What follows belongs to an exercise in optimizing a design on an open flow for small area; a production flow would make more cautious choices.
Function was checked by simulation only, so behaviour that the tests miss may differ from the original.

wip/umber:
## Top_FFT
module Top_FFT #(parameter INTEGER_SIZE = 8, FRACT_SIZE = 8, NFFT = 128) (
    input  wire clk, rst,
    input  wire start_FFT,
    input  wire signed [INTEGER_SIZE+FRACT_SIZE-1:0] serial_in_r, serial_in_i,
    output wire signed [INTEGER_SIZE+FRACT_SIZE-1:0] serial_out_r, serial_out_i,
    output wire end_FFT, data_valid_FFT
);
export LEC_CHECK = 0
export CAP_MARGIN = 5
export CORE_MARGIN = 2
export CORE_UTILIZATION = 65
export CTS_BUF_LIST = sky130_fd_sc_hd__clkbuf_8
export CTS_CLUSTER_DIAMETER = 70
export CTS_CLUSTER_SIZE = 14
export PLACE_DENSITY = 0.72
export SLEW_MARGIN = 5
create_clock -name core_clock -period 12.0 [get_ports {clk}]
run.sh (not shown) runs the stock make flow with config.mk's settings and CLKGATE_MAP_FILE= SYNTH_SCRIPT=/design/flow/synth_recipe.tcl, a recipe that flattens the netlist after the stock synthesis.
wip/umber: no failed stages, no open violations at the end
Modified inputs, wip/ember compared to wip/umber
- swapping 70 for 50 in CTS_CLUSTER_DIAMETER
- swapping 65 for 60 in CORE_UTILIZATION
- swapping 14 for 20 in CTS_CLUSTER_SIZE
- swapping 0.72 for 0.7 in PLACE_DENSITY
Comparing wip/umber and wip/ember, minimum setup slack after placement is higher on wip/umber.
Higher global-route usage was reported by wip/umber, not wip/ember.
Highest cell delay on the worst timing path, wip/umber and wip/ember: higher on wip/ember
Between wip/ember and wip/umber, it is wip/ember whose non-clock buffer count is higher, by 36.
For wip/pepper, these inputs were changed with respect to wip/ember:
- changing CTS_CLUSTER_DIAMETER from 50 to 70
- removing CTS_BUF_LIST (formerly sky130_fd_sc_hd__clkbuf_8)
- changing CTS_CLUSTER_SIZE from 20 to 32
### Flow results
wip/pepper completed every stage of the flow, and the final layout passed the timing, DRC and antenna checks. Looking at fmax, wip/pepper sits 0.85% above wip/ember. wip/ember and wip/pepper ended up with nearly the same total global routing overflow.
Edits applied to the flow inputs when going from wip/pepper to wip/amber:
- swapping 70 for 60 in CTS_CLUSTER_DIAMETER
- swapping 32 for 16 in CTS_CLUSTER_SIZE
- putting CTS_BUF_LIST at sky130_fd_sc_hd__clkbuf_8 where nothing was set
==> comparison <==
- In summary, wip/pepper completed successfully, with a layout that passed the timing, DRC and antenna checks.
- wip/amber | status: complete | timing, DRC, antenna: pass
- Side by side, layout filler cell count turned out higher in wip/amber than in wip/pepper.
- Re share of the cycle needed by the critical path after routing: wip/amber and wip/pepper aren't equal, and the higher value belongs to wip/amber.
- Of wip/amber and wip/pepper, the run reporting the lower first-iteration DRC count was wip/amber.
- Diff wip/pepper -> wip/amber: total via count in the routed design +783; wire length ~0 delta; global-route usage ~0 delta; delay of the slowest critical-path stage -0.02 ns.
- wip/amber vs wip/pepper: share of the core filled with cells in the final layout down
- On largest fanout on the critical path, wip/amber tracks wip/pepper almost exactly.
What wip/violet does differently from wip/amber at the input level:
- CORE_UTILIZATION changed from 60 to 65
- PLACE_DENSITY changed from 0.7 to 0.72
[summary]
Measured against each other, wip/violet and wip/amber differ in minimum setup slack after placement, the lower figure coming from wip/amber.
Total core area went down by a little under 10% going from wip/amber to wip/violet.
Against wip/amber, the final cell area of wip/violet is lower.
For the overall die area, wip/violet came in about 8% lower than wip/amber did.
Against wip/amber, wip/violet comes in 3 higher on initial antenna violation count.
The non-clock buffer count in the final layout reported for wip/violet is smaller than that of wip/amber by 13%.
wip/violet: half-perimeter wire length after detailed placement is 6300 um lower than what wip/amber reported.

* * *

## P
Top_FFT, a different RTL version from the one above (not shown whole).
For scale: about 10,000 cells after synthesis, roughly 4,200 flip-flops, about 69 I/O pins.
clock: 12.0 ns
lec_check: 0
cap_margin: 5
core_margin: 2
core_utilization: 65
cts_buf_list: sky130_fd_sc_hd__clkbuf_8
cts_cluster_diameter: 60
cts_cluster_size: 16
place_density: 0.72
slew_margin: 5
standard.sh (not shown) runs the stock make flow with config.mk's settings and CLKGATE_MAP_FILE= SYNTH_SCRIPT=/design/flow/synth_recipe.tcl, a recipe that flattens the netlist after the stock synthesis.
==> flow/flow/run.sh <==
#!/bin/bash
# The standard layout (standard.sh) with two changes: clock tree synthesis without dummy loads
# (the CTS arguments are otherwise those that config.mk's CTS settings give the standard flow), and
# every input and output port still gets its own buffer, but a sky130_fd_sc_hd__buf_1.
set -o pipefail
export CTS_ARGS="-sink_clustering_enable -repair_clock_nets -sink_clustering_size 16 -sink_clustering_max_diameter 60 -buf_list sky130_fd_sc_hd__clkbuf_8 -dont_use_dummy_load"
export BUFFER_PORTS_ARGS="-buffer_cell sky130_fd_sc_hd__buf_1"
echo "CTS_ARGS=$CTS_ARGS" > run.log
echo "BUFFER_PORTS_ARGS=$BUFFER_PORTS_ARGS" >> run.log
bash standard.sh > standard.log 2>&1
status=$?
echo "standard.sh exit $status" >> run.log
exit $status
Changes in Q relative to P:
==> flow/run.sh (new file) <==
#!/bin/bash
# synth_recipe.tcl (not shown) runs the flow's synth.tcl, then flattens the netlist and writes it again
# the make line also repeats each setting of config.mk as NAME=value (left out here)
make -C /OpenROAD-flow-scripts/flow DESIGN_CONFIG=/design/flow/config.mk WORK_HOME=/design/flow/orfs CLKGATE_MAP_FILE= SYNTH_SCRIPT=/design/flow/synth_recipe.tcl finish
removed: flow/flow/run.sh
removed: flow/standard.sh
Results
On total routed wirelength: between Q and P, it ends up lower for Q.

* * *

Top_FFT, a different RTL version from the one above (not shown whole).
Size in the first run: roughly 10000 cells after synthesis, about 4200 flip-flops.
clock: 12.0 ns
lec_check: 0
cap_margin: 5
core_margin: 2
core_utilization: 45
cts_cluster_diameter: 70
cts_cluster_size: 32
place_density: 0.6
slew_margin: 5
run.sh (not shown) runs the stock make flow with config.mk's settings and CLKGATE_MAP_FILE= SYNTH_SCRIPT=/design/flow/synth_recipe.tcl, a recipe that flattens the netlist after the stock synthesis.
Stock flow here: none of the scripts above is used.
Change:
- CORE_UTILIZATION: 45 -> 60
- PLACE_DENSITY: 0.6 -> 0.7
Hold slack loses 0.010 ns.
Count of clock-buffer cells in the layout went down by 23.
Utilization rose by 16 points.
Cell area fell by about 1.4%.
Critical path depth is unchanged.

* * *

Top_FFT, a different RTL version from the one above (not shown whole).
make LEC_CHECK=0 CAP_MARGIN=5 CORE_MARGIN=2 CORE_UTILIZATION=60 CTS_CLUSTER_DIAMETER=70 CTS_CLUSTER_SIZE=32 PLACE_DENSITY=0.7 SLEW_MARGIN=5 finish   # period 12.0 ns
The starting point finished clean.
Then changed:
CAP_MARGIN = 20   (was 5)
CTS_CLUSTER_DIAMETER = 100   (was 70)
CTS_CLUSTER_SIZE = 25   (was 32)
SLEW_MARGIN = 20   (was 5)
What happened: Worst hold slack got worse by 0.024 ns; non-clock buffer count rose by 2; utilization barely changes; maximum frequency barely changes; design area is about the same; routed wire length barely changes.

* * *

run Y:
RTL: one of the versions met above, not the one the previous note started from.
For scale: ~10000 cells after synthesis, about 4200 flip-flops.
make LEC_CHECK=0 CAP_MARGIN=5 CORE_MARGIN=2 CORE_UTILIZATION=65 CTS_BUF_LIST=sky130_fd_sc_hd__clkbuf_8 CTS_CLUSTER_DIAMETER=70 CTS_CLUSTER_SIZE=14 PLACE_DENSITY=0.72 SLEW_MARGIN=5 finish   # period 12.0 ns
Input-level comparison between run X and run Y:
==> flow/flow/run.sh (new file) <==
#!/bin/bash
# The standard layout (standard.sh) with one change: clock tree synthesis without dummy loads.
# The CTS arguments are otherwise those that config.mk's CTS settings give the standard flow.
set -o pipefail
export CTS_ARGS="-sink_clustering_enable -repair_clock_nets -sink_clustering_size 16 -sink_clustering_max_diameter 60 -buf_list sky130_fd_sc_hd__clkbuf_8 -dont_use_dummy_load"
echo "CTS_ARGS=$CTS_ARGS" > run.log
bash standard.sh > standard.log 2>&1
status=$?
echo "standard.sh exit $status" >> run.log
exit $status
==> flow/standard.sh (new file) <==
#!/bin/bash
# synth_recipe.tcl (not shown) runs the flow's synth.tcl, then flattens the netlist and writes it again
# the make line also repeats each setting of config.mk as NAME=value (left out here)
make -C /OpenROAD-flow-scripts/flow DESIGN_CONFIG=/design/flow/config.mk WORK_HOME=/design/flow/orfs CLKGATE_MAP_FILE= SYNTH_SCRIPT=/design/flow/synth_recipe.tcl "${@:-finish}"
--- a/flow/config.mk
+++ b/flow/config.mk
@@ -10,6 +10,6 @@
 export CORE_UTILIZATION = 65
 export CTS_BUF_LIST = sky130_fd_sc_hd__clkbuf_8
-export CTS_CLUSTER_DIAMETER = 70
-export CTS_CLUSTER_SIZE = 14
+export CTS_CLUSTER_DIAMETER = 60
+export CTS_CLUSTER_SIZE = 16
 export PLACE_DENSITY = 0.72
 export SLEW_MARGIN = 5
removed: flow/run.sh
[summary]
Comparing run X and run Y, the lower clock skew after layout was measured on run Y. Comparing run X and run Y, the higher met3 usage is on run X. Cell area | run X vs run Y | run X smaller. Higher final cell count among run X and run Y: run Y.

* * *

Another version of the RTL of Top_FFT (not shown whole).
For scale: about 11000 cells after synthesis, ~4200 flip-flops, roughly 69 I/O pins, ~0.14 mm² of cells after synthesis.
Settings: LEC_CHECK=0, CAP_MARGIN=20, CORE_MARGIN=2, CORE_UTILIZATION=60, CTS_CLUSTER_DIAMETER=80, CTS_CLUSTER_SIZE=30, PLACE_DENSITY=0.7, SLEW_MARGIN=20; clock period 12.0 ns.
Stock flow here: none of the scripts above is used.
The starting point ran to the end with no violations.
Rerun with:
Settings changed: CTS_CLUSTER_DIAMETER 80 to 100, CTS_CLUSTER_SIZE 30 to 25.
After rerunning: Cell area hardly moves. Synthesized cell count does not change. Clock skew increases by 0.013 ns.

re-timing with driven ports:
How much do the figures lean on ideal ports? The routed layouts below were timed once more, with nothing changed but the port constraints. Step 1 sets driving cells, clkbuf_16 on the clock port and buf_2 on the other inputs (assumed; they add their load-dependent delay and slew). Step 2, shift: input delay + t, output delay - t, t = (earliest + latest rising clock arrival at the registers) / 2. This alone moves slack from input paths to output paths. Slacks: no drivers / after step 1 / after step 2; pairs: no drivers / after step 1.
run	t, ns	setup slack, ns	worst hold slack (ns)	worst setup path at the end
wip/umber	1.139	0.620 / 0.534 / 0.169	0.255 / 0.255 / 0.255	input to register
wip/ember	1.104	0.594 / 0.504 / -0.019	0.262 / 0.262 / 0.262	input to register
wip/pepper	0.921	0.689 / 0.600 / -0.022	0.244 / 0.244 / 0.244	input to register
wip/amber	1.122	0.548 / 0.465 / -0.079	0.223 / 0.223 / 0.223	input to register
wip/violet	1.155	0.600 / 0.504 / 0.094	0.241 / 0.241 / 0.241	input to register
P	1.103	0.597 / 0.514 / 0.230	0.234 / 0.234 / 0.234	input to register
Q	1.107	0.429 / 0.343 / 0.118	0.230 / 0.230 / 0.230	input to register
the first run of note 3	0.978	0.393 / 0.298 / 0.407	0.279 / 0.279 / 0.279	input to register
the second run of note 3	0.937	0.488 / 0.390 / 0.420	0.269 / 0.269 / 0.269	input to register
the first run of note 4	0.939	0.590 / 0.495 / 0.528	0.282 / 0.282 / 0.282	input to register
the second run of note 4	0.921	0.589 / 0.494 / 0.528	0.258 / 0.258 / 0.258	input to register
run Y	1.119	0.411 / 0.328 / 0.184	0.245 / 0.245 / 0.245	input to register
run X	1.097	0.435 / 0.348 / 0.135	0.243 / 0.243 / 0.243	input to register
the first run of note 6	0.963	0.606 / 0.512 / 0.217	0.270 / 0.270 / 0.270	input to register
the second run of note 6	0.968	0.583 / 0.488 / 0.201	0.279 / 0.279 / 0.279	input to register
With both steps, setup timing fails in wip/ember, wip/pepper and wip/amber, where it was met with ideal ports. The setup slack of wip/pepper, which loses most, moves by -0.089 ns with the drivers and by -0.711 ns with both steps.
